This is an optimization exercise on Yosys and OpenROAD, whose aim is small area, not a production implementation. In this exercise RTL edits were held to simulation tests only and were not proved equivalent to the original.

==> run a: inputs <==
==> flow/design.v <==
module DIS (
    input CLK,
    input RSTBAR,
    input TOG,
    input [15:0] IN,
    output [1:0] ENBAR,
    output [6:0] SEG1,
    output [6:0] SEG2,
    output [6:0] SEG3
);
    reg p;
    reg pos_r;
    reg in15_r;
    reg [14:0] in_r;
    always @(posedge CLK, negedge RSTBAR)
        if (!RSTBAR) begin
            p <= 1'b0;
            pos_r <= 1'b0;
            in15_r <= 1'b0;
        end else begin
            p <= ~p;
            pos_r <= ~(TOG & IN[15]);
            in15_r <= IN[15];
        end
    always @(posedge CLK)
        in_r <= IN[14:0];
    assign ENBAR = {p, ~p};
    wire neg_r = ~pos_r;
    wire blank = neg_r & ~in15_r;
    wire [15:0] x = {in15_r, in_r};
    wire [15:0] t;
    assign t[0] = 1'b0;
    genvar i;
    generate for (i = 1; i < 16; i = i + 1) begin : ng
        assign t[i] = t[i-1] | (neg_r & x[i-1]);
    end endgenerate
    wire [15:0] mag = x ^ t;
    function [3:0] dstep;
        input [2:0] r;
        input [0:0] b;
        begin
            dstep[3] = (r[2] & r[0]) | (r[2] & b[0]);
            dstep[2] = (r[0] & b[0]) | (~r[2] & r[0]) | (r[2] & ~r[1] & ~b[0]);
            dstep[1] = (~r[2] & b[0]) | (r[2] & r[0] & ~b[0]);
            dstep[0] = (~r[1] & r[0]) | (~r[2] & b[0]) | (r[2] & ~b[0]);
        end
    endfunction
    function [3:0] dstepF;
        input [2:0] r;
        input [0:0] b;
        begin
            dstepF[3] = (r[2] & r[0]) | (r[2] & b[0]);
            dstepF[2] = (~r[2] & b[0]) | (r[2] & r[0] & ~b[0]);
            dstepF[1] = (r[2] & r[1]) | (r[1] & ~b[0]) | (~r[2] & ~r[1] & b[0]);
            dstepF[0] = (r[0]) | (~r[2] & b[0]) | (r[2] & ~b[0]);
        end
    endfunction
    wire [14:0] qq0;
    reg [2:0] r0_0;
    always @* case (mag[15:14])
        2'd0: r0_0 = 3'd0;
        2'd1: r0_0 = 3'd3;
        2'd2: r0_0 = 3'd4;
        2'd3: r0_0 = 3'd7;
        default: r0_0 = 3'd0;
    endcase
    assign qq0[14] = 1'b0;
    assign qq0[13] = 1'b0;
    wire [2:0] r0_1;
    assign {qq0[12], r0_1} = dstep(r0_0, mag[13]);
    wire [2:0] r0_2;
    assign {qq0[11], r0_2} = dstep(r0_1, mag[12]);
    wire [2:0] r0_3;
    assign {qq0[10], r0_3} = dstep(r0_2, mag[11]);
    wire [2:0] r0_4;
    assign {qq0[9], r0_4} = dstep(r0_3, mag[10]);
    wire [2:0] r0_5;
    assign {qq0[8], r0_5} = dstep(r0_4, mag[9]);
    wire [2:0] r0_6;
    assign {qq0[7], r0_6} = dstep(r0_5, mag[8]);
    wire [2:0] r0_7;
    assign {qq0[6], r0_7} = dstep(r0_6, mag[7]);
    wire [2:0] r0_8;
    assign {qq0[5], r0_8} = dstep(r0_7, mag[6]);
    wire [2:0] r0_9;
    assign {qq0[4], r0_9} = dstep(r0_8, mag[5]);
    wire [2:0] r0_10;
    assign {qq0[3], r0_10} = dstep(r0_9, mag[4]);
    wire [2:0] r0_11;
    assign {qq0[2], r0_11} = dstep(r0_10, mag[3]);
    wire [2:0] r0_12;
    assign {qq0[1], r0_12} = dstep(r0_11, mag[2]);
    wire [2:0] r0_13;
    assign {qq0[0], r0_13} = dstepF(r0_12, mag[1]);
    wire [3:0] d0 = {r0_13, mag[0]};
    wire [12:0] q1 = qq0[12:0];
    wire [11:0] qq1;
    reg [2:0] r1_0;
    always @* case (q1[12:11])
        2'd0: r1_0 = 3'd0;
        2'd1: r1_0 = 3'd3;
        2'd2: r1_0 = 3'd4;
        2'd3: r1_0 = 3'd7;
        default: r1_0 = 3'd0;
    endcase
    assign qq1[11] = 1'b0;
    assign qq1[10] = 1'b0;
    wire [2:0] r1_1;
    assign {qq1[9], r1_1} = dstep(r1_0, q1[10]);
    wire [2:0] r1_2;
    assign {qq1[8], r1_2} = dstep(r1_1, q1[9]);
    wire [2:0] r1_3;
    assign {qq1[7], r1_3} = dstep(r1_2, q1[8]);
    wire [2:0] r1_4;
    assign {qq1[6], r1_4} = dstep(r1_3, q1[7]);
    wire [2:0] r1_5;
    assign {qq1[5], r1_5} = dstep(r1_4, q1[6]);
    wire [2:0] r1_6;
    assign {qq1[4], r1_6} = dstep(r1_5, q1[5]);
    wire [2:0] r1_7;
    assign {qq1[3], r1_7} = dstep(r1_6, q1[4]);
    wire [2:0] r1_8;
    assign {qq1[2], r1_8} = dstep(r1_7, q1[3]);
    wire [2:0] r1_9;
    assign {qq1[1], r1_9} = dstep(r1_8, q1[2]);
    wire [2:0] r1_10;
    assign {qq1[0], r1_10} = dstepF(r1_9, q1[1]);
    wire [3:0] d1 = {r1_10, q1[0]};
    wire [9:0] q2 = qq1[9:0];
    wire [8:0] qq2;
    reg [2:0] r2_0;
    always @* case (q2[9:8])
        2'd0: r2_0 = 3'd0;
        2'd1: r2_0 = 3'd3;
        2'd2: r2_0 = 3'd4;
        2'd3: r2_0 = 3'd7;
        default: r2_0 = 3'd0;
    endcase
    assign qq2[8] = 1'b0;
    assign qq2[7] = 1'b0;
    wire [2:0] r2_1;
    assign {qq2[6], r2_1} = dstep(r2_0, q2[7]);
    wire [2:0] r2_2;
    assign {qq2[5], r2_2} = dstep(r2_1, q2[6]);
    wire [2:0] r2_3;
    assign {qq2[4], r2_3} = dstep(r2_2, q2[5]);
    wire [2:0] r2_4;
    assign {qq2[3], r2_4} = dstep(r2_3, q2[4]);
    wire [2:0] r2_5;
    assign {qq2[2], r2_5} = dstep(r2_4, q2[3]);
    wire [2:0] r2_6;
    assign {qq2[1], r2_6} = dstep(r2_5, q2[2]);
    wire [2:0] r2_7;
    assign {qq2[0], r2_7} = dstepF(r2_6, q2[1]);
    wire [3:0] d2 = {r2_7, q2[0]};
    wire [6:0] q3 = qq2[6:0];
    wire [5:0] qq3;
    reg [2:0] r3_0;
    always @* case (q3[6:4])
        3'd0: r3_0 = 3'd0;
        3'd1: r3_0 = 3'd3;
        3'd2: r3_0 = 3'd4;
        3'd3: r3_0 = 3'd7;
        3'd4: r3_0 = 3'd5;
        default: r3_0 = 3'd0;
    endcase
    assign qq3[5] = 1'b0;
    assign qq3[4] = 1'b0;
    assign qq3[3] = 1'b0;
    wire [2:0] r3_1;
    assign {qq3[2], r3_1} = dstep(r3_0, q3[3]);
    wire [2:0] r3_2;
    assign {qq3[1], r3_2} = dstep(r3_1, q3[2]);
    wire [2:0] r3_3;
    assign {qq3[0], r3_3} = dstepF(r3_2, q3[1]);
    wire [3:0] d3 = {r3_3, q3[0]};
    wire [2:0] q4 = qq3[2:0];
    reg [2:0] r4;
    always @* case (q4[2:1])
        2'd0: r4 = 3'd0;
        2'd1: r4 = 3'd7;
        2'd2: r4 = 3'd3;
        2'd3: r4 = 3'd5;
        default: r4 = 3'd0;
    endcase
    wire [3:0] d4 = {r4, q4[0]};
    wire [4:0] z = {d4 == 4'b0000, d3 == 4'b0000, d2 == 4'b0000, d1 == 4'b0000, d0 == 4'b0000};
    wire nz1 = ~&z[4:1];
    wire nz2 = ~&z[4:2];
    wire nz3 = ~&z[4:3];
    wire nz4 = ~z[4];
    localparam [3:0] MINUS = 4'b0101;
    localparam [3:0] BLANK = 4'b0100;
    wire [3:0] c0 = blank ? BLANK : d0;
    wire [3:0] c1 = nz1 ? d1 : neg_r ? MINUS : BLANK;
    wire [3:0] c2 = blank ? BLANK : nz2 ? d2 : (neg_r & nz1) ? MINUS : BLANK;
    wire [3:0] c3 = nz3 ? d3 : (neg_r & nz2) ? MINUS : BLANK;
    wire [3:0] c4 = blank ? BLANK : nz4 ? d4 : (neg_r & nz3) ? MINUS : BLANK;
    wire [3:0] c5 = (neg_r & nz4) ? MINUS : BLANK;
    function [6:0] seg;
        input [3:0] c;
        case (c)
            4'b0000: seg = 7'b1000000;
            4'b0001: seg = 7'b1111001;
            4'b0010: seg = 7'b0000000;
            4'b0011: seg = 7'b0010000;
            4'b0100: seg = 7'b1111111;
            4'b0101: seg = 7'b0111111;
            4'b0110: seg = 7'b0011001;
            4'b0111: seg = 7'b0010010;
            4'b1000: seg = 7'b1111111;
            4'b1001: seg = 7'b1111111;
            4'b1010: seg = 7'b0000010;
            4'b1011: seg = 7'b1111000;
            4'b1100: seg = 7'b1111111;
            4'b1101: seg = 7'b1111111;
            4'b1110: seg = 7'b0100100;
            4'b1111: seg = 7'b0110000;
        endcase
    endfunction
    assign SEG1 = seg(p ? c1 : c0);
    assign SEG2 = seg(p ? c3 : c2);
    assign SEG3 = seg(p ? c5 : c4);
endmodule
==> flow/flow/run.sh <==
#!/bin/bash
# Own layout flow: the standard flow (standard.sh) with these changes:
#  - synthesis runs synth_recipe.tcl unchanged, except that adders are not
#    extracted into ha/fa cells and the final ABC technology mapping is run
#    once per script in flow/abc*.script, keeping the smallest result;
#  - port buffers use sky130_fd_sc_hd__buf_1 (every port still gets one).
# Each tool's output goes to a log file in the work folder.
set -euo pipefail
W=$PWD
cat > "$W/my_synth.tcl" <<T
proc extract_fa {args} {}
proc abc {args} {
  set i [lsearch -exact \$args -script]
  design -save pre_abc
  set best_area 1e18
  foreach s [lsort [glob $W/flow/abc*.script]] {
    design -load pre_abc
    lset args [expr {\$i + 1}] \$s
    yosys abc {*}\$args
    tee -q -o $W/abc_stat.txt stat {*}\$::lib_args
    set f [open $W/abc_stat.txt r]
    set txt [read \$f]
    close \$f
    regexp {Chip area for module \S+: ([0-9.]+)} \$txt -> area
    puts "ABC script \$s: area \$area"
    if {\$area < \$best_area} {
      set best_area \$area
      design -save best_abc
    }
  }
  design -load best_abc
  puts "ABC best area \$best_area"
}
source $W/synth_recipe.tcl
T
bash standard.sh SYNTH_SCRIPT="$W/my_synth.tcl" synth > "$W/synth.log" 2>&1
bash standard.sh SYNTH_SCRIPT="$W/my_synth.tcl" \
  BUFFER_PORTS_ARGS="-buffer_cell sky130_fd_sc_hd__buf_1" finish > "$W/layout.log" 2>&1
test -f out/final.def
==> flow/flow/abc_s14.script <==
strash; &get -n; &deepsyn -T 90 -S 14; &put; dch -f; amap; topo
==> flow/flow/abc_s26.script <==
strash; &get -n; &deepsyn -T 90 -S 26; &put; dch -f; amap; topo
==> flow/standard.sh <==
#!/bin/bash
# synth_recipe.tcl (not shown) runs the flow's synth.tcl, then flattens the netlist and writes it again
# the make line also repeats each setting of config.mk as NAME=value (left out here)
make -C /OpenROAD-flow-scripts/flow DESIGN_CONFIG=/design/flow/config.mk WORK_HOME=/design/flow/orfs CLKGATE_MAP_FILE= SYNTH_SCRIPT=/design/flow/synth_recipe.tcl "${@:-finish}"
==> flow/config.mk <==
export PLATFORM = sky130hd
export DESIGN_NAME = DIS
export DESIGN_NICKNAME = DIS
export VERILOG_FILES = /design/flow/design.v
export SDC_FILE = /design/flow/constraint.sdc
export NUM_CORES = 4
export LEC_CHECK = 0
export ABC_AREA = 1
export CAP_MARGIN = 20
export CORE_MARGIN = 2
export CORE_UTILIZATION = 40
export CTS_BUF_LIST = sky130_fd_sc_hd__clkbuf_4
export GPL_TIMING_DRIVEN = 0
export SLEW_MARGIN = 20
==> flow/constraint.sdc <==
create_clock -name core_clock -period 20.0 [get_ports {CLK}]
set_input_delay 4.0000 -clock core_clock [delete_from_list [all_inputs] [get_ports {CLK}]]
set_output_delay 4.0000 -clock core_clock [all_outputs]
set_load 0.01 [all_outputs]
==> inputs of run b, as changes to run a <==
==> flow/flow/abc0.script (new file) <==
strash; dc2; dch -f; amap; strash; dc2; dch -f; amap; topo
==> flow/flow/abc1.script (new file) <==
strash; &get -n; &deepsyn -T 100 -S 1; &put; dch -f; amap; topo
==> flow/flow/abc2.script (new file) <==
strash; &get -n; &deepsyn -T 100 -S 2; &put; dch -f; amap; topo
==> flow/flow/abc3.script (new file) <==
strash; &get -n; &deepsyn -T 100 -S 3; &put; dch -f; amap; topo
==> flow/flow/abc4.script (new file) <==
strash; &get -n; &deepsyn -T 100 -S 4; &put; dch -f; amap; topo
--- a/flow/config.mk
+++ b/flow/config.mk
@@ -12,3 +12,2 @@
 export CTS_BUF_LIST = sky130_fd_sc_hd__clkbuf_4
-export GPL_TIMING_DRIVEN = 0
 export SLEW_MARGIN = 20
removed: flow/flow/abc_s14.script
removed: flow/flow/abc_s26.script
==> inputs of run c, as changes to run a <==
==> flow/flow/abc1.script (new file) <==
strash; &get -n; &deepsyn -T 90 -S 1; &put; dch -f; amap; topo
==> flow/flow/abc2.script (new file) <==
strash; &get -n; &deepsyn -T 90 -S 2; &put; dch -f; amap; topo
==> flow/flow/abc3.script (new file) <==
strash; &get -n; &deepsyn -T 90 -S 3; &put; dch -f; amap; topo
==> flow/flow/abc4.script (new file) <==
strash; &get -n; &deepsyn -T 90 -S 4; &put; dch -f; amap; topo
==> flow/flow/abc5.script (new file) <==
strash; &get -n; &deepsyn -T 90 -S 5; &put; dch -f; amap; topo
==> flow/flow/abc6.script (new file) <==
strash; &get -n; &deepsyn -T 90 -S 6; &put; dch -f; amap; topo
==> flow/flow/abc7.script (new file) <==
strash; &get -n; &deepsyn -T 90 -S 7; &put; dch -f; amap; topo
==> flow/flow/abc8.script (new file) <==
strash; &get -n; &deepsyn -T 90 -S 8; &put; dch -f; amap; topo
--- a/flow/config.mk
+++ b/flow/config.mk
@@ -12,3 +12,2 @@
 export CTS_BUF_LIST = sky130_fd_sc_hd__clkbuf_4
-export GPL_TIMING_DRIVEN = 0
 export SLEW_MARGIN = 20
removed: flow/flow/abc_s14.script
removed: flow/flow/abc_s26.script
==> notes <==
- Run b completed with no timing, DRC or antenna violations. Run c produced a clean layout. Run a went through all stages and came out clean.
- In clock-buffer cell count, run a and run c do not differ.
- The highest die area belongs to run b, the lowest to run a.
- Routed wire length, highest first: run b, run c, run a.
- Against run b, the final cell count of run c is smaller by about 2.5%.
- Fmax, highest first: run b, run c, run a.
- Synthesized area: run b > run c > run a.

-- port drivers added, routing unchanged --
How much do the figures lean on ideal ports? The routed layouts below were timed once more, with nothing changed but the port constraints. Step 1 sets driving cells, clkbuf_16 on the clock port and buf_2 on the other inputs (assumed; they add their load-dependent delay and slew). Step 2 times the ports against the registers' clock, not the clock port: input delays grow and output delays shrink by t, the midpoint of the rising clock arrivals with the driver on. Three values: ideal, step 1, step 2; two values: the first two.
| run | t (ns) | setup WS [ns] | latest minus earliest clock arrival (ns) | worst slew at a driven data input, ns | cell pins on the clock port's net |
|---|---|---|---|---|---|
| run a | 0.295 | 2.842 / 2.823 / 3.118 | 0.003 / 0.003 | 0.03 | 1 |
| run b | 0.319 | 5.435 / 5.413 / 5.732 | 0.003 / 0.003 | 0.03 | 1 |
| run c | 0.304 | 3.983 / 3.962 / 4.266 | 0.002 / 0.002 | 0.03 | 1 |
After both steps every run listed still meets setup and hold.
